Source: an optimization exercise on an open RTL-to-GDS flow (aim: small area). Production flows keep margins and buffers that such runs may drop. Only simulation tests tie the RTL to the original design; equivalence was not proved. Power and IR drop assume default switching activity. The clock port is modelled as an ideal driver; clocking choices that lean on that would not hold on a real chip.

===== design/flow/config.mk =====
export PLATFORM = sky130hd
export DESIGN_NAME = filters
export DESIGN_NICKNAME = filters
export VERILOG_FILES = /design/flow/design.v
export SDC_FILE = /design/flow/constraint.sdc
export NUM_CORES = 4
export LEC_CHECK = 0
export CAP_MARGIN = 0
export CORE_MARGIN = 2
export CORE_UTILIZATION = 70
export CTS_BUF_LIST = sky130_fd_sc_hd__clkbuf_16
export CTS_CLUSTER_DIAMETER = 80
export CTS_CLUSTER_SIZE = 30
export PLACE_DENSITY = 0.8
export SLEW_MARGIN = 0

===== design/flow/constraint.sdc =====
create_clock -name core_clock -period 12.0 [get_ports {CLK}]
set_input_delay 2.4000 -clock core_clock [delete_from_list [all_inputs] [get_ports {CLK}]]
set_output_delay 2.4000 -clock core_clock [all_outputs]
set_load 0.01 [all_outputs]

===== design/flow/design.v =====
module mkGreyscale(rgb_in, gry_out);
  input  [23 : 0] rgb_in;
  output [7 : 0] gry_out;
  wire [7 : 0] r = rgb_in[23:16], g = rgb_in[15:8], b = rgb_in[7:0];
  wire [8 : 0] c1, c2;
  wire [7 : 0] s1, s2;
  assign c1[1] = g[0] & b[0];
  genvar i;
  generate
    for (i = 1; i < 8; i = i + 1) begin : add1
      assign s1[i]   = g[i] ^ b[i] ^ c1[i];
      assign c1[i+1] = (g[i] & b[i]) | (c1[i] & (g[i] ^ b[i]));
    end
  endgenerate
  wire [7 : 0] h = {c1[8], s1[7:1]};
  assign c2[1] = h[0] & r[0];
  generate
    for (i = 1; i < 8; i = i + 1) begin : add2
      assign s2[i]   = h[i] ^ r[i] ^ c2[i];
      assign c2[i+1] = (h[i] & r[i]) | (c2[i] & (h[i] ^ r[i]));
    end
  endgenerate
  assign gry_out = {c2[8], s2[7:1]};
endmodule
module mkThreshold(gry_in, threshold, bin_out);
  input  [7 : 0] gry_in;
  input  [7 : 0] threshold;
  output bin_out;
  wire [8 : 0] c;
  assign c[0] = 1'b1;
  genvar i;
  generate
    for (i = 0; i < 8; i = i + 1) begin : cmp
      assign c[i+1] = (gry_in[i] & ~threshold[i]) | (c[i] & (gry_in[i] | ~threshold[i]));
    end
  endgenerate
  assign bin_out = c[8];
endmodule
module mkBlur(CLK, RST_N, ready, seen, working, sh, sh_n, phase, bin_in, blur_out);
  input  CLK;
  input  RST_N;
  input  ready;
  input  seen;
  input  working;
  input  sh;
  input  sh_n;
  input  phase;
  input  bin_in;
  output [3 : 0] blur_out;
  reg [638 : 0] lastRow;
  reg [1 : 0]   lastPxl;
  wire row_bit = sh && seen && (lastRow[638] ^ phase);
  assign blur_out = working ? { row_bit, lastPxl, bin_in } :
                    ready   ? {4{bin_in}} : 4'd0;
  always @(posedge CLK)
  begin
    lastRow <= ~((lastRow | {639{sh}}) &
                 ({lastRow[637 : 0], bin_in ^ phase} | {639{sh_n}}));
    if (!RST_N)
      lastPxl <= 2'd0;
    else if (working)
      lastPxl <= { bin_in, lastPxl[1] };
  end
endmodule
module mkEdge(CLK, ready, seen, working, sh, sh_n, phase, vde, bin_in, bin_out);
  input  CLK;
  input  ready;
  input  seen;
  input  working;
  input  sh;
  input  sh_n;
  input  phase;
  input  vde;
  input  bin_in;
  output bin_out;
  reg [638 : 0] lastRow;
  wire row_bit = sh && seen && (lastRow[638] ^ phase);
  assign bin_out = ready && (working ? (vde && row_bit && !bin_in) : bin_in);
  always @(posedge CLK)
    lastRow <= ~((lastRow | {639{sh}}) &
                 ({lastRow[637 : 0], bin_in ^ phase} | {639{sh_n}}));
endmodule
module mkMix(CLK,
	     RST_N,
	     bin_in,
	     rgb_in,
	     rgb_out);
  input  CLK;
  input  RST_N;
  input  bin_in;
  input  [23 : 0] rgb_in;
  output [23 : 0] rgb_out;
  wire [23 : 0] rgb_out;
  wire [7 : 0] blue__wget, green__wget, red__wget;
  assign rgb_out = { red__wget, green__wget, blue__wget } ;
  assign red__wget = bin_in ? 8'd255 : { 2'd0, rgb_in[23:18] } ;
  assign green__wget = bin_in ? 8'd255 : { 2'd0, rgb_in[15:10] } ;
  assign blue__wget = bin_in ? 8'd255 : { 2'd0, rgb_in[7:2] } ;
endmodule   
module filters
(
	CLK,
	RST,
	HSync,
	VDE,
	Display,
	RGBin,
	Threshold,
	ProcessOut,
	DisplayOut
);
input         CLK;
input         RST;
input         HSync;
input         VDE;
input  [ 5:0] Display;
input  [23:0] RGBin;
input  [ 7:0] Threshold;
output        ProcessOut;
output [23:0] DisplayOut;
	wire [ 7:0] greyOut;
	wire        thresh1Out;
	wire [ 3:0] blur4;
	wire [ 7:0] blurOut = {2{blur4}};
	wire        thresh2Out = &blur4;
	wire        edgeOut;
	wire [23:0] mixOut;
	reg hSyncLast, hSyncLast2, hClk;
	always @(posedge CLK)
	begin
		hSyncLast  <= VDE;
		hSyncLast2 <= hSyncLast;
		hClk       <= hSyncLast && !hSyncLast2;
	end
	localparam [9:0] X0   = 10'b0000000001;
	localparam [9:0] X320 = 10'b1001100000;
	localparam [9:0] X959 = 10'b0000111000;
	localparam [9:0] X960 = 10'b0001110000;
	localparam [9:0] X961 = 10'b0011100001;
	reg        ready, seen, working, sh, sh_n, phase;
	reg  [9:0] x;
	wire       at320  = x == X320;
	wire       at959  = x == X959;
	wire       at960  = x == X960;
	wire       inc    = VDE && !hClk && ready && x != X961;
	wire [9:0] x_next = inc ? {x[8:0], x[9] ^ x[6]} : (hClk && ready) ? X0 : x;
	wire       sh_next = at320 || (sh && !(at959 && inc));
	always @(posedge CLK)
	begin
		if (!RST) begin
			ready   <= 1'b0;
			seen    <= 1'b0;
			working <= 1'b0;
			sh      <= 1'b0;
			sh_n    <= 1'b1;
			phase   <= 1'b0;
			x       <= X0;
		end else begin
			if (hClk) ready <= 1'b1;
			if (hClk && ready) seen <= 1'b1;
			if (at960) working <= 1'b0;
			else if (at320) working <= 1'b1;
			sh      <= sh_next;
			sh_n    <= !sh_next;
			phase   <= !phase;
			x       <= x_next;
		end
	end
	wire s54   = Display[5] | Display[4];
	wire s3    = !s54 && Display[3];
	wire s2    = !s54 && !Display[3] && Display[2];
	wire s1    = !s54 && !Display[3] && !Display[2] && Display[1];
	wire s0    = !s54 && !Display[3] && !Display[2] && !Display[1] && Display[0];
	wire snone = !s54 && !Display[3] && !Display[2] && !Display[1] && !Display[0];
	wire       common = (s54 && edgeOut) || (s3 && thresh2Out) || (s1 && thresh1Out);
	wire [7:0] chan   = {8{common}} | ({8{s2}} & blurOut) | ({8{s0}} & greyOut);
	assign ProcessOut = chan[7] || (snone && greyOut[7]);
	assign DisplayOut = {3{chan}} | ({24{snone}} & RGBin) |
	                    ({24{Display[5]}} & {2'b00, RGBin[23:18], 2'b00, RGBin[15:10], 2'b00, RGBin[7:2]});
	mkGreyscale Greyscale (
		.rgb_in     (RGBin),
		.gry_out    (greyOut)
	);
	mkThreshold Threshold1 (
		.threshold  (Threshold),
		.gry_in     (greyOut),
		.bin_out    (thresh1Out)
	);
	mkBlur Blur (
		.CLK        (CLK),
		.RST_N      (RST),
		.ready      (ready),
		.seen       (seen),
		.working    (working),
		.sh         (sh),
		.sh_n       (sh_n),
		.phase      (phase),
		.bin_in     (thresh1Out),
		.blur_out   (blur4)
	);
	mkEdge Edge (
		.CLK        (CLK),
		.ready      (ready),
		.seen       (seen),
		.working    (working),
		.sh         (sh),
		.sh_n       (sh_n),
		.phase      (phase),
		.vde        (VDE),
		.bin_in     (thresh2Out),
		.bin_out    (edgeOut)
	);
	mkMix Mix (
		.bin_in     (edgeOut),
		.rgb_in     (RGBin),
		.rgb_out    (mixOut)
	);
endmodule

===== design/flow/run.sh =====
#!/bin/bash
# synth_recipe.tcl (not shown) runs the flow's synth.tcl, then flattens the netlist and writes it again
# the make line also repeats each setting of config.mk as NAME=value (left out here)
make -C /OpenROAD-flow-scripts/flow DESIGN_CONFIG=/design/flow/config.mk WORK_HOME=/design/flow/orfs CLKGATE_MAP_FILE= SYNTH_SCRIPT=/design/flow/synth_recipe.tcl finish

==> results of run 1 <==
-- cells by family after synthesis --
group / share of synthesized area
adders and majority gates: 0.00766
xor gates and xnor gates: 0.00120
buffers and inverters: 0.0333
and+or+nand+nor: 0.0116
AOI/OAI and AO/OA: 0.235
muxes: 0.000547
DFF: 0.711
-- cells in the mapped netlist (all sizes together), types with 2 or more instances --
library cell	instances
a221oi	12
dfxtp	1299
o21a	5
clkbuf	253
nor3	3
mux2i	2
fa	14
o22ai	1283
a221o	6
xor2	4
a21boi	10
a211oi	2
inv	26
a22oi	2
o21ai	10
nor2b	7
nand2	38
nor3b	3
and3	2
nand4	2
nor2	8
o221ai	3
nand2b	3
nand3b	3
a21oi	8
buf	40
nand3	10
-- stage by stage --
step	hold WS [ps]	power (µW)	worst slack [ps]
2_1_floorplan	324	5600	2050
3_3_place_gp	331	5730	474
3_5_place_dp	338	5800	450
4_1_cts	359	7720	420
5_1_grt	365	7980	164
6_report	356	7650	453
-- sequential cells by signal, indices dropped and copies added, names as in the netlist --
name,flops
Edge.lastRow,639
hSyncLast,1
Blur.lastPxl,2
hSyncLast2,1
sh_n,1
ready,1
seen,1
x,10
phase,1
Blur.lastRow,639
sh,1
working,1
hClk,1
-- placed cells by master, fill, tap and decap left out, types with 2 or more instances in the layout --
| cell | count |
|---|---|
| clkbuf_16 | 51 |
| nor3b_1 | 2 |
| buf_12 | 2 |
| nand4_1 | 2 |
| o221ai_2 | 2 |
| dfxtp_4 | 2 |
| dfxtp_1 | 1297 |
| mux2i_1 | 2 |
| o22ai_1 | 1283 |
| nand2b_1 | 3 |
| buf_4 | 16 |
| a221oi_1 | 12 |
| a211oi_1 | 2 |
| clkdlybuf4s50_1 | 65 |
| nand3b_1 | 3 |
| nand3_1 | 10 |
| nand2_1 | 38 |
| nor3_1 | 3 |
| o21a_1 | 4 |
| a221o_1 | 6 |
| nor2_1 | 7 |
| inv_1 | 29 |
| fa_1 | 14 |
| o21ai_0 | 10 |
| nor2b_1 | 7 |
| and3_1 | 2 |
| xor2_1 | 4 |
| a21boi_0 | 10 |
| a22oi_1 | 2 |
| a21oi_1 | 8 |
-- power groups by stage --
| stage | clock network (µW) | registers, µW | logic (µW) |
|---|---|---|---|
| detailed placement | 0 | 5270 | 528 |
| finish | 1940 | 5180 | 525 |
| CTS | 2000 | 5180 | 531 |
| global placement | 0 | 5240 | 489 |
| floorplan | 0 | 5190 | 411 |
| global route | 2140 | 5250 | 584 |
-- critical path, delay by kind of cell --
family,cells,cell delay [ps]
buf+inv,3,1070
compound gates,5,1650
fa+ha+maj,9,4030
-- area by class of cell --
type	instances	area [µm²]	share of cell area
tap	680	851	0.0221
inverter	26	97.6	0.00254
timing repair buffer	83	811	0.0211
sequential	1299	26000	0.677
multi-input combinational	1454	9350	0.243
clock inverter	5	40.0	0.00104
clock buffer	51	1280	0.0332
-- routing by layer --
metal  global-route usage  up-vias
met5                    0        -
li1                     -    11500
met2                0.332      160
met1                0.291    10400
met4               0.0470        0
met3               0.0248       51
-- path summary, 6_finish.rpt --
kind	to	slack [ps]	cells after the start
worst max-delay path	ProcessOut	450	17
worst min-delay path	hSyncLast2	360	0
worst max register to register	Blur.lastRow[321]	6680	5
worst min register to register	hSyncLast2	360	0
==> impl_metrics.yaml, run 1 <==
setup_path:
  required_ps: 9600
  r2r_start: "sh"
  start_kind: "primary input"
  arrival_ps: 9150
  cp_max_fo: 19
  criticalPathCategory: "in2out"
  setup.worst_path.end_class: "primary output"
  path_cells: "clkdlybuf4s50_1 > inv_1 > fa_1 > fa_1 > fa_1 > fa_1 > fa_1 > fa_1 > fa_1 > fa_1 > fa_1 > a222oi_1 > o211a_1 > o21a_4 > a2bb2oi_4 > o221ai_1 > clkdlybuf4s50_1"
  path_common_cell: "fa_1"
  cp-startpoint: "RGBin[1]"
  slowest_stage: "fa_1"
  slowest_delay_ps: 560
route:
  wirelength_um: 56100
  wl_met2_um: 26000
  vias: 22100
  drt-initial-drc-count: 1217
  drt_pass1_iterations: 5
  wl_met3_um: 1130
  drc: 0
  top_layer_used: "met4"
  post_drt_wl_per_cell_um: 15.6
  antenna_left: 0
  met1Wirelength_um: 28100
  via_per_inst: 6.15
yosys:
  synth_cells: 3072
  synth_nets: 3128
  synth_top_area_cell: "dfxtp_1"
  synthFlopType: "dfxtp_1"
  synth_enable_flop_cells: 0
  synth_top_area_share: 0.711
  ys_ff_latch: 1299
  yosys_warnings: 3
  async_flop_share: 0
  ys_seq_area_frac: 0.711
  syn_area_per_cell_um2: 11.9
  synth.area.top_cells: "dfxtp_1 (71%), o22ai_1 (22%), clkbuf_1 (2.6%)"
  synth.distinct_cells: 48
  syn-cell-area_um2: 36600
flow_run:
  cap_violations: 0
cts:
  clkTransAtPathRegs_ps: 110
  tritoncts: "yes"
  cts_setup_buffers: 0
  ctsHtreeMaxLevel: 2
  ctsHoldBuffers: 0
  cts_root_buffer: "clkbuf_16"
  clockBufferDepth: 3
  clock-sinks: 1299
  cts_resized: 0
  cts-buffers-inserted: 49
  worstSkewPairLatency_ps: 620
power:
  ir_drop_mv: 0.176
  power_frac_comb: 0.069
  leakagePower_uw: 0.0141
  p_int_uw: 5990
  power_density_nw_per_um2: 199
  share_seq_of_total_power: 0.677
  p_switching_uw: 1660
  power_frac_clock: 0.254
  switching_share: 0.217
global_route:
  grt_pass1_wl_um: 95500
  grt_remaining_overflow: 0
  grt_use_total: 0.203
  grt_antenna_before_repair: 0
  grt_pass1_vias: 20500
  grt_start_max_net_pins: 242
cells_and_area:
  design_area_um2: 38400
  fin_nets: 2969
  fill_cells: 3411
  stdcell_count: 3598
  antenna_cells_inserted: 0
  area.growth.synth_to_final_pct: 5.10
  final_core_util: 0.746
  layout-drive-gt1-share: 0.0288
floorplan:
  io_pins: 67
  die_w_um: 233
  die_h_um: 233
  rows: 83
  coreArea_um2: 51500
  fp.dieArea_um2: 54100
  start_util: 0.710
placement:
  detailed_place_hpwl_um: 32200
  dp_cells: 3542
  placed_area_um2: 37100
  portBuffers: 65
  globalplace.congestion: 0.795
outcome:
  outcome: "complete, no violations"
sta:
  relSlewSlack: 0.185
  fin_crit_sh: 0.962
  min_period_ps: 11550
  worst_pin_slew_ps: 1220
  setup_tns_ps: 0
  report.final.slew_viol_count: 0
  rsz0062_at_grt: "no"
  hold_violations: 0
  setup_viol: 0
  fmax_mhz: 86.6
  clock_skew_ps: 22.0
worst_hold_path:
  min_from: "hSyncLast"
  hp-class: "reg2reg"
==> run 2: changes to the inputs <==
--- a/design/flow/config.mk
+++ b/design/flow/config.mk
@@ -5,11 +5,11 @@
 export SDC_FILE = /design/flow/constraint.sdc
 export NUM_CORES = 4
 export LEC_CHECK = 0
-export CAP_MARGIN = 0
+export CAP_MARGIN = 20
 export CORE_MARGIN = 2
 export CORE_UTILIZATION = 70
 export CTS_BUF_LIST = sky130_fd_sc_hd__clkbuf_16
 export CTS_CLUSTER_DIAMETER = 80
 export CTS_CLUSTER_SIZE = 30
 export PLACE_DENSITY = 0.8
-export SLEW_MARGIN = 0
+export SLEW_MARGIN = 20
==> run 2 against run 1 <==
Via count down 0.12%. Sequential share of layout area down 0.066 points. Critical path depth unchanged. Area after synthesis unchanged. Synthesized cell count unchanged. Largest cell class unchanged.
==> impl_metrics.yaml, run 2 <==
cells_and_area:
  layout-drive-gt1-share: 0.0288
  final_core_util: 0.747
  area.growth.synth_to_final_pct: 5.21
  final_common_cell: "dfxtp_1"
  fin_nets: 2969
  top_regs: "Blur.lastRow: 639 flops, Edge.lastRow: 639 flops, x: 10 flops"
  final_cell_mix: "dfxtp_1 (1297), o22ai_1 (1283), clkdlybuf4s50_1 (65), clkbuf_16 (51), nand2_1 (38)"
  antenna_cells_inserted: 0
cts:
  cts_setup_buffers: 0
  worstSkewPairLatency_ps: 620
  cts_root_buffer: "clkbuf_16"
  ctsHoldBuffers: 0
  clockBufferDepth: 3
  clkTransAtPathRegs_ps: 110
  ctsHtreeMaxLevel: 2
  cts-buffers-inserted: 49
  cts_resized: 0
  tritoncts: "yes"
  clock-sinks: 1299
placement:
  detailed_place_hpwl_um: 32200
  portBuffers: 65
  globalplace.congestion: 0.795
yosys:
  synthMuxAreaShare: 0.000547
  async_flop_share: 0
  synth.area.top_cells: "dfxtp_1 (71%), o22ai_1 (22%), clkbuf_1 (2.6%)"
  synth_nets: 3128
  synth_common_cells: "dfxtp_1 (1299), o22ai_1 (1283), clkbuf_1 (253)"
  synthAdderAreaFrac: 0.00766
  synth_top_area_cell: "dfxtp_1"
  ys_ff_latch: 1299
  synth_enable_flop_cells: 0
  synthFlopType: "dfxtp_1"
  synth.distinct_cells: 48
  synth_compound_area_frac: 0.235
  syn_area_per_cell_um2: 11.9
  synth_xor_area_frac: 0.00120
  syn-cell-area_um2: 36600
  yosys_warnings: 3
  synth-simple-area-share: 0.0116
  synth.most_common_cell: "dfxtp_1"
  ys_seq_area_frac: 0.711
  synth_cells: 3072
  synth_top_family_by_area: "compound AO/OA/AOI/OAI gates"
  synth_top_area_share: 0.711
global_route:
  grt_pass1_vias: 20500
  grt_pass1_wl_um: 95500
  grt_use_total: 0.203
  grt_antenna_before_repair: 0
  grt_remaining_overflow: 0
  grt_start_max_net_pins: 242
floorplan:
  die_h_um: 233
  io_pins: 67
  coreArea_um2: 51500
  fp.dieArea_um2: 54100
  die_w_um: 233
  start_util: 0.710
  rows: 83
power:
  ir_drop_mv: 0.176
  leakagePower_uw: 0.0141
  power_density_nw_per_um2: 199
  finalPower_uw: 7640
sta:
  relSlewSlack: 0.250
  min_period_ps: 11540
  fin_crit_sh: 0.962
  clock_skew_ps: 20.6
  setup_tns_ps: 0
  worst_pin_slew_ps: 1120
  hold_violations: 0
  rsz0062_at_grt: "no"
  setup_viol: 0
  report.final.slew_viol_count: 0
  fmax_mhz: 86.6
route:
  drt_pass1_iterations: 5
  post_drt_wl_per_cell_um: 15.6
  wirelength_um: 56000
  drc: 0
  drt-initial-drc-count: 1296
  antenna_left: 0
  via_per_inst: 6.15
  vias: 22100
setup_path:
  criticalPathCategory: "in2out"
  cp_max_fo: 19
  rrSetupSlack_ps: 7120
  setup.worst_path.end_class: "primary output"
  start_kind: "primary input"
  arrival_ps: 9140
  required_ps: 9600
  reg2reg_depth: 5
worst_hold_path:
  hp-class: "reg2reg"
  hold_depth: 0
flow_run:
  cap_violations: 0
outcome:
  outcome: "complete, no violations"
-- run 2: worst paths after layout --
path,endpoint,startpoint
worst min-delay path,hSyncLast2,hSyncLast
worst max register to register,Edge.lastRow[88],sh
worst max-delay path,ProcessOut,RGBin[1]
worst min register to register,hSyncLast2,hSyncLast
-- run 2: logic make-up (layout without fill, tap and decap cells) --
| family | count (synthesis) | after routing |
|---|---|---|
| DFF | 1299 | 1299 |
| adders and majority gates | 14 | 14 |
| buffers and inverters | 319 | 165 |
| muxes | 2 | 2 |
| xor gates and xnor gates | 5 | 5 |
| and+or+nand+nor | 83 | 83 |
| AOI/OAI and AO/OA | 1350 | 1350 |
-- run 2: worst max-delay path: stages --
cell and delay [ps]:
clkdlybuf4s50_1 480, inv_1 60, fa_1 430, fa_1 410
fa_1 460, fa_1 420, fa_1 430, fa_1 440
fa_1 440, fa_1 440, fa_1 560, a222oi_1 480
o211a_1 310, o21a_4 190, a2bb2oi_4 440, o221ai_1 230
clkdlybuf4s50_1 530
-- run 2: area by class of cell --
| class | instances | area [µm²] |
|---|---|---|
| clock buffers | 51 | 1280 |
| clock inverters | 5 | 40.0 |
| fillers | 3405 | 13000 |
| inverters | 26 | 97.6 |
| multi-input cells | 1454 | 9350 |
| flip-flops and latches | 1299 | 26000 |
| well taps | 680 | 851 |
| repair buffers | 83 | 848 |
-- run 2: per-layer routing --
metal	track usage	part of all wire
met5	0	0
met4	0.0470	0.015
met3	0.0248	0.020
met2	0.332	0.46
met1	0.291	0.50
-- run 2: per-stage QoR --
step	area (µm²)	cells	setup slack (ps)	hold slack, ps
2_1_floorplan	36600	3072	2050	324
3_3_place_gp	37100	3542	474	331
3_5_place_dp	37100	3542	450	338
4_1_cts	38400	3598	420	359
5_1_grt	38500	3598	164	365
6_report	38500	3598	458	356
-- run 2: where the power goes --
| group | leakage [µW] | internal [µW] | switching [µW] |
|---|---|---|---|
| registers | 0.0108 | 4880 | 298 |
| clock network | 0.000659 | 772 | 1170 |
| logic | 0.00257 | 332 | 193 |
| total | 0.0141 | 5990 | 1660 |
==> run 3: changes to the inputs <==
==> design/flow/flow/run.sh (new file) <==
#!/bin/bash
# The standard layout, with the ports buffered by the smallest buffer cell
# instead of the one buffer_ports picks by default.
set -euo pipefail
export BUFFER_PORTS_ARGS="-buffer_cell sky130_fd_sc_hd__buf_1"
bash standard.sh > standard.log 2>&1
==> design/flow/standard.sh (new file) <==
#!/bin/bash
# synth_recipe.tcl (not shown) runs the flow's synth.tcl, then flattens the netlist and writes it again
# the make line also repeats each setting of config.mk as NAME=value (left out here)
make -C /OpenROAD-flow-scripts/flow DESIGN_CONFIG=/design/flow/config.mk WORK_HOME=/design/flow/orfs CLKGATE_MAP_FILE= SYNTH_SCRIPT=/design/flow/synth_recipe.tcl "${@:-finish}"
removed: design/flow/run.sh
==> run 3 against run 2 <==
Combinational power fell by 5.1%. First-iteration DRC count increased by 0.93%. Setup slack improved by 760 ps. Die area unchanged. Total power fell by 0.77%. Maximum frequency grew 7.0%. Register-to-register slack worse by 610 ps. Largest cell class unchanged. Largest power group unchanged. Highest routed layer unchanged.
==> impl_metrics.yaml, run 3 <==
sta:
  min_period_ps: 10790
  setup_tns_ps: 0
  setup_viol: 0
  relSlewSlack: 0.218
  rsz0062_at_grt: "no"
  fin_crit_sh: 0.899
  setup_ws_ps: 1210
  hold_violations: 0
  report.final.slew_viol_count: 0
  fmax_mhz: 92.7
  clock_skew_ps: 15.0
  worst_pin_slew_ps: 1170
global_route:
  grt_use_total: 0.203
  grt_start_max_net_pins: 295
  grt_pass1_vias: 20900
  grt_antenna_before_repair: 0
  grt_pass1_wl_um: 95800
  grt_remaining_overflow: 0
setup_path:
  setup.worst_path.end_class: "primary output"
  cp_top_family: "adder cells"
  start_kind: "primary input"
  slowest_delay_ps: 550
  rrSetupSlack_ps: 6510
  criticalPathCategory: "in2out"
  slowest_stage: "fa_1"
  r2r_start: "sh"
  reg2reg_depth: 6
  arrival_ps: 8390
  required_ps: 9600
  rr_endpoint: "Blur.lastRow[184]"
  cp-startpoint: "RGBin[1]"
  path_common_cell: "fa_1"
  cp.depth: 17
  cp_max_fo: 19
  critPathBufInv: 3
  path_cells: "buf_1 > inv_1 > fa_1 > fa_1 > fa_1 > fa_1 > fa_1 > fa_1 > fa_1 > fa_1 > fa_1 > a222oi_1 > o211a_1 > o21a_4 > a2bb2oi_4 > o221ai_1 > buf_1"
yosys:
  ys_ff_latch: 1299
  synth-simple-area-share: 0.0116
  synth_enable_flop_cells: 0
  synth_top_family_by_area: "compound AO/OA/AOI/OAI gates"
  synth.distinct_cells: 48
  synth_top_area_cell: "dfxtp_1"
  synth_xor_area_frac: 0.00120
  synth_common_cells: "dfxtp_1 (1299), o22ai_1 (1283), clkbuf_1 (253)"
  synthAdderAreaFrac: 0.00766
  yosys_warnings: 3
  syn_area_per_cell_um2: 11.9
  synthFlopType: "dfxtp_1"
  synth_compound_area_frac: 0.235
  syn-cell-area_um2: 36600
  synth_top_area_share: 0.711
  async_flop_share: 0
  synth_cells: 3072
  synth_nets: 3128
  ys_seq_area_frac: 0.711
  synth.most_common_cell: "dfxtp_1"
  synth.area.top_cells: "dfxtp_1 (71%), o22ai_1 (22%), clkbuf_1 (2.6%)"
  synthMuxAreaShare: 0.000547
route:
  antenna_left: 0
  drt-initial-drc-count: 1308
  post_drt_wl_per_cell_um: 15.5
  drc: 0
  via_per_inst: 6.19
  vias: 22200
  wirelength_um: 55700
  drt_pass1_iterations: 5
cells_and_area:
  stdcell_count: 3595
  final_cell_mix: "dfxtp_1 (1297), o22ai_1 (1283), buf_1 (65), clkbuf_16 (49), nand2_1 (38)"
  top_regs: "Blur.lastRow: 639 flops, Edge.lastRow: 639 flops, x: 10 flops"
  fill_cells: 3428
  area.growth.synth_to_final_pct: 4.09
  fin_nets: 2970
  layout-drive-gt1-share: 0.0281
  final_common_cell: "dfxtp_1"
  antenna_cells_inserted: 0
worst_hold_path:
  hold_depth: 0
  min_from: "hSyncLast"
  hp-class: "reg2reg"
  min_to: "hSyncLast2"
floorplan:
  die_w_um: 233
  rows: 83
  io_pins: 67
  coreArea_um2: 51500
  start_util: 0.710
  die_h_um: 233
  fp.dieArea_um2: 54100
placement:
  portBuffers: 65
  globalplace.congestion: 0.817
  dp_cells: 3540
  preCtsSetupSlack_ps: 1200
  detailed_place_hpwl_um: 31400
cts:
  clockBufferDepth: 3
  ctsHoldBuffers: 0
  cts_setup_buffers: 0
  tritoncts: "yes"
  cts_resized: 0
  ctsHtreeMaxLevel: 2
  clock-sinks: 1299
  cts-buffers-inserted: 49
  cts_root_buffer: "clkbuf_16"
  clkTransAtPathRegs_ps: 100
  worstSkewPairLatency_ps: 610
power:
  power_frac_comb: 0.066
  power_density_nw_per_um2: 199
  switching_share: 0.218
  ir_drop_mv: 0.153
  share_seq_of_total_power: 0.683
  p_switching_uw: 1660
  power_frac_clock: 0.252
  p_int_uw: 5930
  leakagePower_uw: 0.0139
flow_run:
  cap_violations: 0
outcome:
  outcome: "complete, no violations"
==> run 3: cell counts after synthesis <==
Identical to the previous run, type by type.
==> run 3: logic make-up after synthesis <==
group | after synthesis
xor+xnor | 5
buf+inv | 319
flops | 1299
fa+ha+maj | 14
mux | 2
simple gates | 83
compound gates | 1350
==> run 3: area by class of cell <==
class,count,area (µm²),share of cell area
tap,680,851,0.0224
clock buffer,49,1230,0.0322
timing repair buffer,84,500,0.0131
inverter,26,97.6,0.00256
sequential,1299,26000,0.683
multi-input combinational,1454,9350,0.246
clock inverter,3,27.5,0.000723
==> run 3: worst register-to-register path: cells and delay by family (launching register included) <==
kind	cells	cell delay, ps
buf+inv	5	4170
flops	1	870
compound gates	1	280
==> run 3: how the worst max path moves through the flow <==
stage / end / slack (ps)
floorplan: DisplayOut[10] / 2050
global placement: ProcessOut / 1250
detailed placement: ProcessOut / 1200
CTS: ProcessOut / 1170
global route: ProcessOut / 880
finish: ProcessOut / 1210
==> run 3: routing by layer <==
metal	track usage	vias up	share of wire
met5	0	-	0
met1	0.283	10500	0.50
li1	-	11500	-
met2	0.338	165	0.46
met3	0.0243	78	0.021
met4	0.0577	0	0.020
==> run 3: power groups by stage <==
stage / clock network, µW / logic (µW) / registers, µW
2_1_floorplan: 0 / 411 / 5190
3_3_place_gp: 0 / 461 / 5240
3_5_place_dp: 0 / 499 / 5270
4_1_cts: 1960 / 502 / 5180
5_1_grt: 2100 / 559 / 5250
6_report: 1910 / 498 / 5180
==> run 3: metrics by stage <==
| stage | hold slack (ps) | total power, µW | utilization | cell area, µm² |
|---|---|---|---|---|
| after floorplan | 324 | 5600 | - | 36600 |
| after global placement | 334 | 5700 | 0.713 | 36700 |
| after detailed placement | 330 | 5770 | 0.713 | 36700 |
| after CTS | 353 | 7650 | 0.737 | 38000 |
| after global routing | 357 | 7910 | 0.739 | 38100 |
| final | 350 | 7590 | 0.739 | 38100 |
==> run 4: changes to the inputs <==
==> design/flow/flow/run.sh (replaced) <==
#!/bin/bash
set -euo pipefail
export BUFFER_PORTS_ARGS="-buffer_cell sky130_fd_sc_hd__buf_1"
export CTS_ARGS="-sink_clustering_enable -repair_clock_nets -buf_list sky130_fd_sc_hd__clkbuf_16 -sink_clustering_size 30 -sink_clustering_max_diameter 80 -dont_use_dummy_load"
bash standard.sh > standard.log 2>&1
--- a/design/flow/config.mk
+++ b/design/flow/config.mk
@@ -8,8 +8,5 @@
 export CAP_MARGIN = 20
 export CORE_MARGIN = 2
 export CORE_UTILIZATION = 70
-export CTS_BUF_LIST = sky130_fd_sc_hd__clkbuf_16
-export CTS_CLUSTER_DIAMETER = 80
-export CTS_CLUSTER_SIZE = 30
 export PLACE_DENSITY = 0.8
 export SLEW_MARGIN = 20
==> run 4 against run 3 <==
Synthesized cell count stayed put. Cell area about the same. Die area did not move. Total power is 0.20% lower. Critical path depth is the same. Non-clock buffer count is the same. Maximum frequency down 0.20%. First-iteration DRC count is 7.3% higher. Combinational power barely moved. Global-route usage is essentially flat. Worst hold slack about the same. Routed wire length increased by 0.14%.
==> impl_metrics.yaml, run 4 <==
cells_and_area:
  antenna_cells_inserted: 0
  area.growth.synth_to_final_pct: 4.01
  fill_cells: 3434
  final_cell_mix: "dfxtp_1 (1297), o22ai_1 (1283), buf_1 (65), clkbuf_16 (49), nand2_1 (38)"
  top_regs: "Blur.lastRow: 639 flops, Edge.lastRow: 639 flops, x: 10 flops"
  layout-drive-gt1-share: 0.0278
  regArea_um2: 26000
  final_common_cell: "dfxtp_1"
  fin_nets: 2970
  multi_input_area_um2: 9350
sta:
  setup_tns_ps: 0
  whs_ps: 351
  setup_ws_ps: 1190
  relSlewSlack: 0.259
  setup_viol: 0
  rsz0062_at_grt: "no"
  min_period_ps: 10810
  fin_crit_sh: 0.901
  hold_violations: 0
  report.final.slew_viol_count: 0
  fmax_mhz: 92.5
  clock_skew_ps: 40.5
  worst_pin_slew_ps: 1110
setup_path:
  criticalPathCategory: "in2out"
  crit_path_end: "ProcessOut"
  rrSetupSlack_ps: 6510
  critPathBufInv: 3
  setup.worst_path.end_class: "primary output"
  start_kind: "primary input"
  path_cells: "buf_1 > inv_1 > fa_1 > fa_1 > fa_1 > fa_1 > fa_1 > fa_1 > fa_1 > fa_1 > fa_1 > a222oi_1 > o211a_1 > o21a_4 > a2bb2oi_4 > o221ai_1 > buf_1"
  cp-startpoint: "RGBin[1]"
  slowest_stage: "fa_1"
  cp_max_fo: 19
  r2r_start: "sh"
  reg2reg_depth: 6
  slowest_delay_ps: 560
  cp_top_family: "adder cells"
  rr_endpoint: "Blur.lastRow[218]"
  path_common_cell: "fa_1"
  required_ps: 9600
  cp.depth: 17
  arrival_ps: 8410
power:
  finalPower_uw: 7570
  share_seq_of_total_power: 0.684
  power_frac_comb: 0.066
  power_frac_clock: 0.250
  switching_share: 0.217
  power_density_nw_per_um2: 199
  leakagePower_uw: 0.0139
  p_int_uw: 5920
  p_switching_uw: 1650
  ir_drop_mv: 0.153
placement:
  portBuffers: 65
  detailed_place_hpwl_um: 31400
  preCtsSetupSlack_ps: 1200
  globalplace.congestion: 0.817
yosys:
  synth_top_family_by_area: "compound AO/OA/AOI/OAI gates"
  synth.area.top_cells: "dfxtp_1 (71%), o22ai_1 (22%), clkbuf_1 (2.6%)"
  synth_cells: 3072
  synth.distinct_cells: 48
  synth.most_common_cell: "dfxtp_1"
  synth-simple-area-share: 0.0116
  synth_top_area_cell: "dfxtp_1"
  synthAdderAreaFrac: 0.00766
  synth_common_cells: "dfxtp_1 (1299), o22ai_1 (1283), clkbuf_1 (253)"
  syn_area_per_cell_um2: 11.9
  synth_enable_flop_cells: 0
  synth_compound_area_frac: 0.235
  synthMuxAreaShare: 0.000547
  async_flop_share: 0
  synth_xor_area_frac: 0.00120
  ys_seq_area_frac: 0.711
  syn-cell-area_um2: 36600
  synthFlopType: "dfxtp_1"
  synth_nets: 3128
  ys_ff_latch: 1299
  yosys_warnings: 3
  synth_top_area_share: 0.711
global_route:
  grt_remaining_overflow: 0
  grt_start_max_net_pins: 295
  grt_pass1_wl_um: 95900
  grt_use_total: 0.204
  grt_pass1_vias: 20900
  grt_antenna_before_repair: 0
cts:
  ctsHoldBuffers: 0
  cts_root_buffer: "clkbuf_16"
  cts_setup_buffers: 0
  ctsHtreeMaxLevel: 2
  clkTransAtPathRegs_ps: 100
  cts_resized: 0
  clockBufferDepth: 3
  cts-buffers-inserted: 49
  tritoncts: "yes"
  worstSkewPairLatency_ps: 610
  clock-sinks: 1299
floorplan:
  die_w_um: 233
  rows: 83
  start_util: 0.710
  io_pins: 67
  coreArea_um2: 51500
  die_h_um: 233
  fp.dieArea_um2: 54100
route:
  vias: 22200
  via_per_inst: 6.18
  drt-initial-drc-count: 1403
  post_drt_wl_per_cell_um: 15.5
  antenna_left: 0
  drt_pass1_iterations: 4
  wirelength_um: 55700
  drc: 0
outcome:
  outcome: "complete, no violations"
flow_run:
  cap_violations: 0
worst_hold_path:
  hp-class: "reg2reg"
## run 4: logic make-up after synthesis
kind of cell / Yosys count
buffers and inverters: 319
AOI/OAI and AO/OA: 1350
DFF: 1299
muxes: 2
and+or+nand+nor: 83
adders and majority gates: 14
xor gates and xnor gates: 5
## run 4: power groups by stage
| stage | registers [µW] | clock network [µW] | logic [µW] |
|---|---|---|---|
| final | 5180 | 1890 | 499 |
| after global routing | 5250 | 2090 | 559 |
| after CTS | 5180 | 1940 | 502 |
| after detailed placement | 5270 | 0 | 499 |
| after global placement | 5240 | 0 | 461 |
| after floorplan | 5190 | 0 | 411 |
## run 4: cell type report
type                    instances  area share
clock buffers                  49      0.0322
flip-flops and latches       1299       0.684
well taps                     680      0.0224
inverters                      26     0.00257
multi-input cells            1454       0.246
repair buffers                 84      0.0132
## run 4: how the worst min path moves through the flow
stage	startpoint	to	slack [ps]	depth (start not counted)
global placement	hSyncLast	hSyncLast2	330	0
detailed placement	hSyncLast	hSyncLast2	330	0
global route	hSyncLast	hSyncLast2	360	0
CTS	hSyncLast	hSyncLast2	350	0
floorplan	hSyncLast	hSyncLast2	320	0
finish	hSyncLast	hSyncLast2	350	0
## run 4: per-layer routing
layer | track usage | vias up | wire length (µm)
met5 | 0 | - | 0
met2 | 0.337 | 170 | 25800
met1 | 0.285 | 10400 | 27700
li1 | - | 11500 | -
met4 | 0.0565 | 0 | 1080
met3 | 0.0250 | 80 | 1160
## run 4: metrics by stage
stage          instances  instance area, µm²  utilization
5_1_grt             3592               38000        0.738
6_report            3592               38000        0.738
4_1_cts             3589               37900        0.737
3_3_place_gp        3540               36700        0.713
2_1_floorplan       3072               36600            -
3_5_place_dp        3540               36700        0.713
==> run 5: changes to the inputs <==
==> design/flow/flow/run.sh (replaced) <==
#!/bin/bash
set -euo pipefail
export BUFFER_PORTS_ARGS="-buffer_cell sky130_fd_sc_hd__buf_1"
export CTS_ARGS="-sink_clustering_enable -repair_clock_nets -buf_list sky130_fd_sc_hd__clkbuf_16 -sink_clustering_size 36 -sink_clustering_max_diameter 60"
bash standard.sh > standard.log 2>&1
==> run 5 against run 4 <==
Final cell count is 1.1% higher. Total power rose by 4.5%. Register-to-register slack got worse by 100 ps. First-iteration DRC count decreased by 9.3%. Via count grew 0.39%. Die area is the same. Global-route usage increased by 0.17 points.
==> impl_metrics.yaml, run 5 <==
route:
  antenna_left: 0
  vias: 22300
  wirelength_um: 56400
  drt-initial-drc-count: 1273
  drt_pass1_iterations: 5
  drc: 0
  post_drt_wl_per_cell_um: 15.5
  via_per_inst: 6.13
floorplan:
  die_h_um: 233
  fp.dieArea_um2: 54100
  rows: 83
  io_pins: 67
  die_w_um: 233
  coreArea_um2: 51500
  start_util: 0.710
setup_path:
  slowest_stage: "fa_1"
  setup.worst_path.end_class: "primary output"
  path_cells: "buf_1 > inv_1 > fa_1 > fa_1 > fa_1 > fa_1 > fa_1 > fa_1 > fa_1 > fa_1 > fa_1 > a222oi_1 > o211a_1 > o21a_4 > a2bb2oi_4 > o221ai_1 > buf_1"
  arrival_ps: 8390
  path_common_cell: "fa_1"
  cp_top_family: "adder cells"
  required_ps: 9600
  rrSetupSlack_ps: 6410
  start_kind: "primary input"
  cp_max_fo: 19
  slowest_delay_ps: 560
  criticalPathCategory: "in2out"
  critPathBufInv: 3
yosys:
  synth_top_area_share: 0.711
  synth.distinct_cells: 48
  synth_nets: 3128
  yosys_warnings: 3
  synth.area.top_cells: "dfxtp_1 (71%), o22ai_1 (22%), clkbuf_1 (2.6%)"
  ys_seq_area_frac: 0.711
  ys_ff_latch: 1299
  syn_area_per_cell_um2: 11.9
  synth_common_cells: "dfxtp_1 (1299), o22ai_1 (1283), clkbuf_1 (253)"
  synthFlopType: "dfxtp_1"
  synth_cells: 3072
  syn-cell-area_um2: 36600
  synth.most_common_cell: "dfxtp_1"
  synth_top_area_cell: "dfxtp_1"
  synth_enable_flop_cells: 0
  async_flop_share: 0
global_route:
  grt_pass1_wl_um: 96800
  grt_pass1_vias: 20800
  gr-usage-met3: 0.0267
  grt_use_met1: 0.294
  grt_use_met2: 0.333
  grt_antenna_before_repair: 0
  grt_busiest_layer: "met2"
  grt_start_max_net_pins: 295
  grt_use_total: 0.205
  grt_remaining_overflow: 0
sta:
  fin_crit_sh: 0.899
  report.final.slew_viol_count: 0
  clock_skew_ps: 35.7
  hold_violations: 0
  min_period_ps: 10790
  setup_ws_ps: 1210
  setup_tns_ps: 0
  setup_viol: 0
  rsz0062_at_grt: "no"
  relSlewSlack: 0.273
  fmax_mhz: 92.7
  worst_pin_slew_ps: 1090
flow_run:
  cap_violations: 0
cells_and_area:
  fill_cells: 3333
  antenna_cells_inserted: 0
  layout-drive-gt1-share: 0.0400
  fin_nets: 2972
  stdcell_count: 3633
  final_cell_mix: "dfxtp_1 (1297), o22ai_1 (1283), buf_1 (65), clkbuf_16 (52), nand2_1 (38)"
  final_common_cell: "dfxtp_1"
  area.growth.synth_to_final_pct: 5.56
  top_regs: "Blur.lastRow: 639 flops, Edge.lastRow: 639 flops, x: 10 flops"
cts:
  cts_resized: 0
  clkTransAtPathRegs_ps: 110
  cts_root_buffer: "clkbuf_16"
  clockBufferDepth: 3
  tritoncts: "yes"
  ctsHoldBuffers: 0
  ctsHtreeMaxLevel: 2
  worstSkewPairLatency_ps: 650
  cts_setup_buffers: 0
  cts-buffers-inserted: 51
  clock-sinks: 1299
power:
  ir_drop_mv: 0.214
  finalPower_uw: 7910
  leakagePower_uw: 0.0141
  power_density_nw_per_um2: 205
worst_hold_path:
  hp-class: "reg2reg"
placement:
  portBuffers: 65
  preCtsSetupSlack_ps: 1200
  detailed_place_hpwl_um: 31400
  dp_cells: 3540
  globalplace.congestion: 0.817
outcome:
  outcome: "complete, no violations"
==> run 5: changes by cell type in the layout (fill, tap and decap cells not counted), moves of 2 or more <==
cell and change:
inv_8 +8, clkinv_8 +7, inv_6 +6, clkinv_16 +4, clkinv_4 +4, clkbuf_16 +3, clkinv_1 +3, clkinvlp_4 +2
==> run 5: worst register-to-register path: cells and delay by family (launching register included) <==
kind,cells,cell delay [ps]
buf+inv,5,4320
flops,1,870
compound gates,1,270
==> run 5: power breakdown <==
part / switching [µW] / internal [µW]
clock network: 1360 / 873
registers: 299 / 4880
logic: 193 / 305
total: 1850 / 6060
==> run 5: worst paths after layout <==
check | cells after the start | from | endpoint
setup reg to reg | 6 | sh | Blur.lastRow[177]
setup / recovery | 17 | RGBin[1] | ProcessOut
hold reg to reg | 0 | hSyncLast | hSyncLast2
hold / removal | 0 | hSyncLast | hSyncLast2
==> run 5: final cells by class <==
type | instances | area (µm²) | share of cell area
Clock inverter | 38 | 483 | 0.0125
Sequential cell | 1299 | 26000 | 0.674
Multi-Input combinational cell | 1454 | 9350 | 0.242
Clock buffer | 52 | 1300 | 0.0337
Timing Repair Buffer | 84 | 508 | 0.0132
Inverter | 26 | 97.6 | 0.00253
Tap cell | 680 | 851 | 0.0220
==> run 5: logic make-up (layout without fill, tap and decap cells) <==
logic type,Yosys count,in the layout,share of synthesized area
flip-flops,1299,1299,0.711
adder cells (fa/ha/maj),14,14,0.00766
buffers and inverters,319,200,0.0333
XOR/XNOR,5,5,0.00120
AND/OR/NAND/NOR,83,83,0.0116
AO/OA/AOI/OAI,1350,1350,0.235
multiplexers,2,2,0.000547
==> run 5: metrics by stage <==
step	cell area [µm²]	hold slack, ps	utilization
floorplan	36600	324	-
global placement	36700	334	0.713
detailed placement	36700	330	0.713
CTS	38500	354	0.748
global route	38600	358	0.749
finish	38600	352	0.749
==> run 5: routing by layer <==
metal  wire length (µm)  vias up
li1                   -    11600
met1              28000    10500
met2              26200      186
met3               1330       58
met4                911        0
met5                  0        -
==> run 6: changes to the inputs <==
==> design/flow/flow/run.sh (replaced) <==
#!/bin/bash
set -euo pipefail
export BUFFER_PORTS_ARGS="-buffer_cell sky130_fd_sc_hd__buf_1"
export CTS_ARGS="-sink_clustering_enable -repair_clock_nets -buf_list sky130_fd_sc_hd__clkbuf_16 -sink_clustering_size 40 -sink_clustering_max_diameter 50"
bash standard.sh > standard.log 2>&1
==> run 6 against run 5 <==
Setup slack better by 7.1 ps. Area after synthesis unchanged. Clock-buffer cell count rose by 17. Clock power increased by 19%. Largest cell class unchanged.
==> impl_metrics.yaml, run 6 <==
outcome:
  outcome: "complete, no violations"
route:
  antenna_left: 0
  drt_pass1_iterations: 5
  wirelength_um: 58000
  drt-initial-drc-count: 1418
  vias: 22500
  drc: 0
  post_drt_wl_per_cell_um: 15.8
  via_per_inst: 6.13
cells_and_area:
  final_common_cell: "dfxtp_1"
  fin_nets: 2990
  stdcell_count: 3670
  final_cell_mix: "dfxtp_1 (1297), o22ai_1 (1283), clkbuf_16 (69), buf_1 (65), nand2_1 (38)"
  area.growth.synth_to_final_pct: 7.15
  antenna_cells_inserted: 0
  top_regs: "Blur.lastRow: 639 flops, Edge.lastRow: 639 flops, x: 10 flops"
  layout-drive-gt1-share: 0.0498
  fill_cells: 3200
cts:
  ctsHoldBuffers: 0
  clockBufferDepth: 3
  cts_root_buffer: "clkbuf_16"
  cts-buffers-inserted: 69
  cts_setup_buffers: 0
  worstSkewPairLatency_ps: 630
  cts_resized: 0
  clkTransAtPathRegs_ps: 70
  clock-sinks: 1299
  tritoncts: "yes"
  ctsHtreeMaxLevel: 3
power:
  leakagePower_uw: 0.0144
  power_frac_clock: 0.318
  p_int_uw: 6370
  power_density_nw_per_um2: 213
  ir_drop_mv: 0.169
  power_frac_comb: 0.060
  switching_share: 0.235
  p_switching_uw: 1960
  share_seq_of_total_power: 0.622
global_route:
  grt_pass1_vias: 21100
  grt_use_total: 0.212
  grt_antenna_before_repair: 0
  grt_start_max_net_pins: 295
  grt_pass1_wl_um: 99200
  grt_remaining_overflow: 0
sta:
  relSlewSlack: 0.247
  rsz0062_at_grt: "no"
  setup_tns_ps: 0
  hold_violations: 0
  clock_skew_ps: 19.7
  worst_pin_slew_ps: 1130
  whs_ps: 345
  setup_ws_ps: 1220
  report.final.slew_viol_count: 0
  fmax_mhz: 92.7
  min_period_ps: 10780
  setup_viol: 0
  fin_crit_sh: 0.899
floorplan:
  io_pins: 67
  rows: 83
  coreArea_um2: 51500
  die_h_um: 233
  fp.dieArea_um2: 54100
  start_util: 0.710
  die_w_um: 233
yosys:
  synth.most_common_cell: "dfxtp_1"
  async_flop_share: 0
  synth.area.top_cells: "dfxtp_1 (71%), o22ai_1 (22%), clkbuf_1 (2.6%)"
  ys_seq_area_frac: 0.711
  syn-cell-area_um2: 36600
  synth_cells: 3072
  synth_common_cells: "dfxtp_1 (1299), o22ai_1 (1283), clkbuf_1 (253)"
  synth_enable_flop_cells: 0
  syn_area_per_cell_um2: 11.9
  synth.distinct_cells: 48
  synthFlopType: "dfxtp_1"
  ys_ff_latch: 1299
  synth_top_area_cell: "dfxtp_1"
  yosys_warnings: 3
  synth_top_area_share: 0.711
  synth_nets: 3128
placement:
  dp_cells: 3540
  portBuffers: 65
  detailed_place_hpwl_um: 31400
  preCtsSetupSlack_ps: 1200
  globalplace.congestion: 0.817
setup_path:
  arrival_ps: 8380
  r2r_start: "sh"
  criticalPathCategory: "in2out"
  path_cells: "buf_1 > inv_1 > fa_1 > fa_1 > fa_1 > fa_1 > fa_1 > fa_1 > fa_1 > fa_1 > fa_1 > a222oi_1 > o211a_1 > o21a_4 > a2bb2oi_4 > o221ai_1 > buf_1"
  setup.worst_path.end_class: "primary output"
  critPathBufInv: 3
  slowest_delay_ps: 560
  rr_endpoint: "Blur.lastRow[177]"
  required_ps: 9600
  reg2reg_depth: 6
  rrSetupSlack_ps: 6450
  slowest_stage: "fa_1"
  path_common_cell: "fa_1"
  cp_top_family: "adder cells"
  start_kind: "primary input"
  cp_max_fo: 19
worst_hold_path:
  hold_depth: 0
  min_from: "hSyncLast"
  hp-class: "reg2reg"
  min_to: "hSyncLast2"
flow_run:
  cap_violations: 0
==> run 6: cell types whose count changed in the layout (fill, tap and decap cells not counted) <==
cell and delta:
inv_12 +6, inv_6 +5, inv_8 -5, clkinv_8 +2, clkinv_4 -1, clkinv_1 +2, bufinv_16 +2, inv_1 +4
clkinvlp_4 +4, inv_16 +2, clkbuf_16 +17, clkinv_16 -4, clkinv_2 +3
==> run 6: cell type report <==
cell class | count | area [µm²] | share of cell area
Clock inverter | 58 | 639 | 0.0163
Inverter | 26 | 97.6 | 0.00249
Timing Repair Buffer | 84 | 508 | 0.0130
Clock buffer | 69 | 1730 | 0.0441
Multi-Input combinational cell | 1454 | 9350 | 0.239
Sequential cell | 1299 | 26000 | 0.664
Tap cell | 680 | 851 | 0.0217
==> run 6: metal layers <==
layer | track usage | routed length, µm | part of all wire
met5 | 0 | 0 | 0
met4 | 0.0667 | 1070 | 0.018
met3 | 0.0295 | 1390 | 0.024
met2 | 0.337 | 27000 | 0.47
met1 | 0.303 | 28500 | 0.49
==> run 6: worst max path at each step <==
stage	startpoint	endpoint	slack (ps)	cells after the start
after detailed placement	RGBin[1]	ProcessOut	1200	17
after global routing	RGBin[9]	ProcessOut	880	17
after CTS	RGBin[1]	ProcessOut	1170	17
final	RGBin[1]	ProcessOut	1220	17
after global placement	RGBin[1]	ProcessOut	1250	17
after floorplan	RGBin[1]	DisplayOut[10]	2050	16
==> run 6: logic make-up after synthesis <==
kind of cell             after synthesis  share of synthesized area
adder cells (fa/ha/maj)               14                    0.00766
AO/OA/AOI/OAI                       1350                      0.235
multiplexers                           2                   0.000547
buffers and inverters                319                     0.0333
AND/OR/NAND/NOR                       83                     0.0116
XOR/XNOR                               5                    0.00120
flip-flops                          1299                      0.711
==> run 6: power by group through the flow <==
stage / logic, µW / registers (µW) / clock network [µW]
final: 502 / 5180 / 2650
after global routing: 561 / 5260 / 2870
after CTS: 506 / 5190 / 2710
after detailed placement: 499 / 5270 / 0
after global placement: 461 / 5240 / 0
after floorplan: 411 / 5190 / 0
==> run 6: per-stage QoR <==
step / total power, µW / util / area [µm²]
after CTS: 8400 / 0.759 / 39100
after detailed placement: 5770 / 0.713 / 36700
after global placement: 5700 / 0.713 / 36700
after floorplan: 5600 / - / 36600
after global routing: 8680 / 0.761 / 39200
final: 8330 / 0.761 / 39200
==> run 7: changes to the inputs <==
--- a/design/flow/design.v
+++ b/design/flow/design.v
@@ -137,26 +137,24 @@
 	localparam [9:0] X959 = 10'b0000111000;
 	localparam [9:0] X960 = 10'b0001110000;
 	localparam [9:0] X961 = 10'b0011100001;
-	reg        ready, seen, working, sh, sh_n, phase;
+	reg        seen, working, sh, sh_n, phase;
 	reg  [9:0] x;
-	wire       at320  = x == X320;
-	wire       at959  = x == X959;
-	wire       at960  = x == X960;
-	wire       inc    = VDE && !hClk && ready && x != X961;
-	wire [9:0] x_next = inc ? {x[8:0], x[9] ^ x[6]} : (hClk && ready) ? X0 : x;
-	wire       sh_next = at320 || (sh && !(at959 && inc));
+	wire       ready   = |x;
+	wire       at320   = x == X320;
+	wire       at959   = x == X959;
+	wire       at960   = x == X960;
+	wire [9:0] x_next  = hClk ? X0 : (x == X961) ? x : {x[8:0], x[9] ^ x[6]};
+	wire       sh_next = at320 || (sh && !at959);
 	always @(posedge CLK)
 	begin
 		if (!RST) begin
-			ready   <= 1'b0;
 			seen    <= 1'b0;
 			working <= 1'b0;
 			sh      <= 1'b0;
 			sh_n    <= 1'b1;
 			phase   <= 1'b0;
-			x       <= X0;
+			x       <= 10'd0;
 		end else begin
-			if (hClk) ready <= 1'b1;
 			if (hClk && ready) seen <= 1'b1;
 			if (at960) working <= 1'b0;
 			else if (at320) working <= 1'b1;
==> design/flow/flow/run.sh (replaced) <==
#!/bin/bash
set -euo pipefail
export BUFFER_PORTS_ARGS="-buffer_cell sky130_fd_sc_hd__buf_1"
export CTS_ARGS="-sink_clustering_enable -repair_clock_nets -buf_list sky130_fd_sc_hd__clkbuf_16 -dont_use_dummy_load -sink_clustering_size 30 -sink_clustering_max_diameter 80"
bash standard.sh > standard.log 2>&1
--- a/design/flow/config.mk
+++ b/design/flow/config.mk
@@ -7,6 +7,6 @@
 export LEC_CHECK = 0
 export CAP_MARGIN = 20
 export CORE_MARGIN = 2
-export CORE_UTILIZATION = 70
-export PLACE_DENSITY = 0.8
+export CORE_UTILIZATION = 75
+export PLACE_DENSITY = 0.85
 export SLEW_MARGIN = 20
==> run 7 against run 6 <==
Sequential power fell by 17%. Still clean on timing, DRC and antenna. Die area fell by 6.9%. Routed wire length rose by 1.8%. Critical path type unchanged.
==> impl_metrics.yaml, run 7 <==
power:
  power_frac_comb: 0.019
  p_int_uw: 5090
  power_density_nw_per_um2: 167
  power_frac_clock: 0.300
  share_seq_of_total_power: 0.681
  p_switching_uw: 1240
  ir_drop_mv: 0.153
  switching_share: 0.196
  leakagePower_uw: 0.0140
route:
  vias: 22500
  wirelength_um: 59100
  post_drt_wl_per_cell_um: 16.8
  drt-initial-drc-count: 1555
  antenna_left: 0
  drt_pass1_iterations: 5
  drc: 0
  via_per_inst: 6.38
cells_and_area:
  top_regs: "Blur.lastRow: 639 flops, Edge.lastRow: 639 flops, x: 10 flops"
  fill_cells: 2755
  final_common_cell: "dfxtp_1"
  final_cell_mix: "dfxtp_1 (1296), o22ai_1 (1280), buf_1 (65), clkbuf_16 (49), nand2_1 (32)"
  layout-drive-gt1-share: 0.0282
  fin_nets: 2967
  stdcell_count: 3524
  design_area_um2: 37900
  area.growth.synth_to_final_pct: 4.09
  antenna_cells_inserted: 0
global_route:
  grt_remaining_overflow: 0
  grt_start_max_net_pins: 315
  grt_antenna_before_repair: 0
  grt_use_total: 0.228
  grt_pass1_wl_um: 99300
  grt_pass1_vias: 21000
sta:
  fin_crit_sh: 0.885
  fmax_mhz: 94.2
  setup_viol: 0
  min_period_ps: 10620
  relSlewSlack: 0.313
  worst_pin_slew_ps: 1030
  setup_tns_ps: 0
  rsz0062_at_grt: "no"
  report.final.slew_viol_count: 0
  clock_skew_ps: 48.8
  hold_violations: 0
setup_path:
  criticalPathCategory: "in2out"
  slowest_delay_ps: 550
  slowest_stage: "fa_1"
  critPathBufInv: 2
  required_ps: 9600
  cp_max_fo: 19
  path_cells: "buf_1 > nand2_1 > fa_1 > fa_1 > fa_1 > fa_1 > fa_1 > fa_1 > fa_1 > fa_1 > fa_1 > a31oi_1 > nor2_1 > maj3_2 > a211oi_2 > a2bb2oi_4 > nand2_1 > buf_1"
  cp_top_family: "adder cells"
  start_kind: "primary input"
  setup.worst_path.end_class: "primary output"
  arrival_ps: 8220
  path_common_cell: "fa_1"
flow_run:
  cap_violations: 0
yosys:
  ys_seq_area_frac: 0.713
  synth_common_cells: "dfxtp_1 (1298), o22ai_1 (1280), clkbuf_1 (267)"
  synth.distinct_cells: 44
  synth.area.top_cells: "dfxtp_1 (71%), o22ai_1 (22%), clkbuf_1 (2.7%)"
  yosys_warnings: 3
  async_flop_share: 0
  synthFlopType: "dfxtp_1"
  synth_top_area_cell: "dfxtp_1"
  synth_top_area_share: 0.713
  syn-cell-area_um2: 36500
  synth_cells: 3067
  synth_enable_flop_cells: 0
  synth.most_common_cell: "dfxtp_1"
  ys_ff_latch: 1298
  synth_nets: 3123
  syn_area_per_cell_um2: 11.9
cts:
  clkTransAtPathRegs_ps: 80
  cts-buffers-inserted: 49
  cts_root_buffer: "clkbuf_16"
  ctsHtreeMaxLevel: 2
  clock-sinks: 1298
  cts_resized: 0
  tritoncts: "yes"
  ctsHoldBuffers: 0
  cts_setup_buffers: 0
  clockBufferDepth: 3
  worstSkewPairLatency_ps: 630
worst_hold_path:
  hp-class: "reg2reg"
floorplan:
  io_pins: 67
  rows: 80
  die_h_um: 224
  start_util: 0.762
  fp.dieArea_um2: 50400
  die_w_um: 224
  coreArea_um2: 47800
placement:
  dp_cells: 3469
  globalplace.congestion: 0.797
  detailed_place_hpwl_um: 32300
  placed_area_um2: 36500
  portBuffers: 65
outcome:
  outcome: "complete, no violations"
==> run 7: changes by cell type after synthesis, moves of 4 or more <==
cell      delta
a31oi_1      +5
and2_1       +6
nor2_1       +7
a221o_1      -6
clkbuf_1    +14
o21ai_2      +4
buf_1       -15
nand2_1      -6
o21ai_0      -7
a21boi_0    -10
a21oi_1      +4
==> run 7: area by class of cell <==
class | instances | area, µm² | area share
clock buffers | 49 | 1230 | 0.0323
repair buffers | 85 | 601 | 0.0158
well taps | 615 | 769 | 0.0203
multi-input cells | 1449 | 9250 | 0.244
inverters | 28 | 105 | 0.00277
flip-flops and latches | 1298 | 26000 | 0.685
==> run 7: per-stage QoR <==
step	hold WS, ps	power (µW)	util	setup slack (ps)
5_1_grt	368	6520	0.793	1100
6_report	353	6330	0.793	1380
4_1_cts	354	6360	0.789	1350
3_5_place_dp	337	4520	0.764	1340
3_3_place_gp	331	4520	0.764	1460
2_1_floorplan	324	4490	-	1980
==> run 7: final timing paths <==
check / from / cells past startpoint / end / slack (ps)
max: RGBin[8] / 18 / DisplayOut[19] / 1380
min: hSyncLast / 0 / hSyncLast2 / 350
min reg2reg: hSyncLast / 0 / hSyncLast2 / 350
max reg2reg: sh / 4 / Edge.lastRow[325] / 8740
==> run 7: power groups by stage <==
stage / clock [µW] / sequential (µW) / combinational (µW)
2_1_floorplan: 0 / 4410 / 80.1
3_3_place_gp: 0 / 4410 / 117
3_5_place_dp: 0 / 4410 / 118
4_1_cts: 1930 / 4310 / 119
5_1_grt: 2080 / 4310 / 131
6_report: 1900 / 4310 / 118
==> run 7: cells by family (layout without fill, tap and decap cells) <==
family                     count (synthesis)  in the layout  synth area share
DFF                                     1298           1298             0.713
and+or+nand+nor                           91             91            0.0123
adders and majority gates                 15             15           0.00800
AOI/OAI and AO/OA                       1336           1336             0.232
muxes                                      2              2          0.000549
xor gates and xnor gates                   5              5           0.00120
buffers and inverters                    320            162            0.0334
==> run 7: per-layer routing <==
| metal | track usage | vias to the layer above | share of wire |
|---|---|---|---|
| met3 | 0.0298 | 92 | 0.028 |
| li1 | - | 11400 | - |
| met4 | 0.0579 | 0 | 0.019 |
| met5 | 0 | - | 0 |
| met1 | 0.323 | 10600 | 0.47 |
| met2 | 0.374 | 319 | 0.48 |
==> run 8: changes to the inputs <==
--- a/design/flow/config.mk
+++ b/design/flow/config.mk
@@ -7,6 +7,6 @@
 export LEC_CHECK = 0
 export CAP_MARGIN = 20
 export CORE_MARGIN = 2
-export CORE_UTILIZATION = 75
-export PLACE_DENSITY = 0.85
+export CORE_UTILIZATION = 65
+export PLACE_DENSITY = 0.75
 export SLEW_MARGIN = 20
==> run 8 against run 7 <==
Global-route usage down 4.4 points. Area after synthesis unchanged. Sequential share of layout area about the same. Synthesized cell count unchanged. Worst hold slack better by 5.4 ps. Utilization down 11 points. Clock power about the same. Register-to-register slack worse by 660 ps. Via count down 1.2%. Combinational power about the same. Die area up 15%. Critical path type unchanged. Largest power group unchanged.
==> impl_metrics.yaml, run 8 <==
cts:
  ctsHtreeMaxLevel: 2
  cts-buffers-inserted: 49
  clock-sinks: 1298
  worstSkewPairLatency_ps: 620
  cts_resized: 0
  cts_setup_buffers: 0
  clockBufferDepth: 3
  clkTransAtPathRegs_ps: 90
  tritoncts: "yes"
  ctsHoldBuffers: 0
  cts_root_buffer: "clkbuf_16"
cells_and_area:
  antenna_cells_inserted: 0
  fin_nets: 2966
  layout-drive-gt1-share: 0.0282
  fill_cells: 3982
  final_common_cell: "dfxtp_1"
  area.growth.synth_to_final_pct: 4.15
  design_area_um2: 38000
  top_regs: "Blur.lastRow: 639 flops, Edge.lastRow: 639 flops, x: 10 flops"
  final_cell_mix: "dfxtp_1 (1296), o22ai_1 (1280), buf_1 (65), clkbuf_16 (49), nand2_1 (32)"
setup_path:
  arrival_ps: 8270
  required_ps: 9600
  start_kind: "primary input"
  criticalPathCategory: "in2out"
  setup.worst_path.end_class: "primary output"
  cp_max_fo: 19
outcome:
  outcome: "complete, no violations"
sta:
  setup_ws_ps: 1330
  fin_crit_sh: 0.889
  clock_skew_ps: 27.5
  setup_viol: 0
  min_period_ps: 10670
  hold_violations: 0
  worst_pin_slew_ps: 1090
  report.final.slew_viol_count: 0
  rsz0062_at_grt: "no"
  fmax_mhz: 93.7
  setup_tns_ps: 0
  relSlewSlack: 0.274
  whs_ps: 358
power:
  finalPower_uw: 6310
  ir_drop_mv: 0.134
  leakagePower_uw: 0.0140
  switching_share: 0.194
  power_density_nw_per_um2: 166
  p_switching_uw: 1220
  power_frac_comb: 0.018
  share_seq_of_total_power: 0.683
  power_frac_clock: 0.299
  p_int_uw: 5090
yosys:
  synth_enable_flop_cells: 0
  synth_top_area_share: 0.713
  ys_ff_latch: 1298
  synth.most_common_cell: "dfxtp_1"
  synth_common_cells: "dfxtp_1 (1298), o22ai_1 (1280), clkbuf_1 (267)"
  synth_top_area_cell: "dfxtp_1"
  syn-cell-area_um2: 36500
  synth.area.top_cells: "dfxtp_1 (71%), o22ai_1 (22%), clkbuf_1 (2.7%)"
  synth.distinct_cells: 44
  async_flop_share: 0
  ys_seq_area_frac: 0.713
  yosys_warnings: 3
  synth_cells: 3067
  synth_nets: 3123
  synthFlopType: "dfxtp_1"
  syn_area_per_cell_um2: 11.9
floorplan:
  coreArea_um2: 55300
  io_pins: 67
  die_w_um: 241
  fp.dieArea_um2: 58000
  die_h_um: 241
  start_util: 0.659
  rows: 86
global_route:
  grt_antenna_before_repair: 0
  grt_pass1_wl_um: 93400
  grt_pass1_vias: 20600
  grt_use_total: 0.184
  grt_remaining_overflow: 0
  grt_start_max_net_pins: 263
route:
  vias: 22200
  via_per_inst: 6.07
  post_drt_wl_per_cell_um: 14.6
  drc: 0
  drt-initial-drc-count: 1461
  wirelength_um: 53500
  antenna_left: 0
  drt_pass1_iterations: 5
placement:
  portBuffers: 65
  detailed_place_hpwl_um: 30200
  preCtsSetupSlack_ps: 1330
  placed_area_um2: 36700
  globalplace.congestion: 0.840
worst_hold_path:
  hp-class: "reg2reg"
flow_run:
  cap_violations: 0
run 8: cell count changes in the layout (fill, tap and decap cells not counted):
cell,change
nor2_1,-1
nor2_2,+1
buf_12,-4
buf_6,+3
buf_4,+5
buf_16,-5
run 8: cells by family (layout without fill, tap and decap cells):
group                      count (synthesis)  after routing  synth area share
AOI/OAI and AO/OA                       1336           1336             0.232
DFF                                     1298           1298             0.713
buffers and inverters                    320            161            0.0334
and+or+nand+nor                           91             91            0.0123
adders and majority gates                 15             15           0.00800
xor gates and xnor gates                   5              5           0.00120
muxes                                      2              2          0.000549
run 8: power groups by stage:
stage          combinational (µW)  clock, µW  sequential, µW
6_report                      116       1890            4310
4_1_cts                       115       1950            4310
2_1_floorplan                80.1          0            4410
3_3_place_gp                  111          0            4410
5_1_grt                       130       2100            4310
3_5_place_dp                  114          0            4410
run 8: worst max-delay path, stage by stage:
cell       delay (ps)
buf_1             180
inv_1             100
fa_1              440
fa_1              390
fa_1              460
fa_1              400
fa_1              430
fa_1              430
fa_1              430
fa_1              430
fa_1              540
a31oi_1           170
nor2_1             60
maj3_2            330
a211oi_2          340
a2bb2oi_4         460
nand2_1           120
buf_1             160
run 8: metrics by stage:
step	cells	utilization
2_1_floorplan	3067	-
3_3_place_gp	3606	0.663
3_5_place_dp	3606	0.663
4_1_cts	3655	0.685
5_1_grt	3656	0.686
6_report	3656	0.686
run 8: final cells by class:
type / instances / area (µm²) / area share
clock buffers: 49 / 1230 / 0.0323
multi-input cells: 1449 / 9250 / 0.244
well taps: 748 / 936 / 0.0247
flip-flops and latches: 1298 / 26000 / 0.685
inverters: 28 / 105 / 0.00277
repair buffers: 84 / 454 / 0.0120
run 8: worst paths after layout:
check                            to  cells after the start  slack [ps]  startpoint
setup / recovery     DisplayOut[15]                     18        1330    RGBin[1]
hold / removal           hSyncLast2                      0         360   hSyncLast
setup reg to reg  Edge.lastRow[393]                      4        8080        sh_n
hold reg to reg          hSyncLast2                      0         360   hSyncLast
run 8: layer usage:
layer,up-vias,routed length [µm],track usage
met5,-,0,0
met4,0,1190,0.0554
met3,90,1550,0.0252
met2,246,23700,0.306
met1,10400,27000,0.251
li1,11500,-,-

-- afterwards: timing with drivers on the ports --
The results above use ideal ports. As a check the final layouts listed here were re-extracted and re-timed, cells and wires unchanged.
Step 1 sets driving cells, clkbuf_16 on the clock port and buf_2 on the other inputs (assumed; they add their load-dependent delay and slew).
Step 2 times the ports against the registers' clock, not the clock port: input delays grow and output delays shrink by t, the midpoint of the rising clock arrivals with the driver on.
Slacks: ideal ports / drivers / drivers and shift; pairs: ideal ports / drivers.
| run | t (ns) | setup WS [ns] | worst hold slack (ns) | worst data-port slew with drivers (ns) |
|---|---|---|---|---|
| run 1 | 0.667 | 0.453 / 0.413 / 0.413 | 0.356 / 0.356 / 0.356 | 0.07 |
| run 2 | 0.664 | 0.458 / 0.418 / 0.418 | 0.356 / 0.356 / 0.356 | 0.07 |
| run 3 | 0.667 | 1.213 / 1.183 / 1.183 | 0.350 / 0.350 / 0.350 | 0.06 |
| run 4 | 0.652 | 1.192 / 1.162 / 1.162 | 0.351 / 0.351 / 0.351 | 0.06 |
| run 5 | 0.690 | 1.208 / 1.178 / 1.178 | 0.352 / 0.352 / 0.352 | 0.06 |
| run 6 | 0.685 | 1.215 / 1.185 / 1.185 | 0.345 / 0.345 / 0.345 | 0.06 |
| run 7 | 0.662 | 1.381 / 1.353 / 1.353 | 0.353 / 0.353 / 0.353 | 0.06 |
| run 8 | 0.659 | 1.329 / 1.307 / 1.307 | 0.358 / 0.358 / 0.358 | 0.05 |
After both steps every run listed still meets setup and hold.
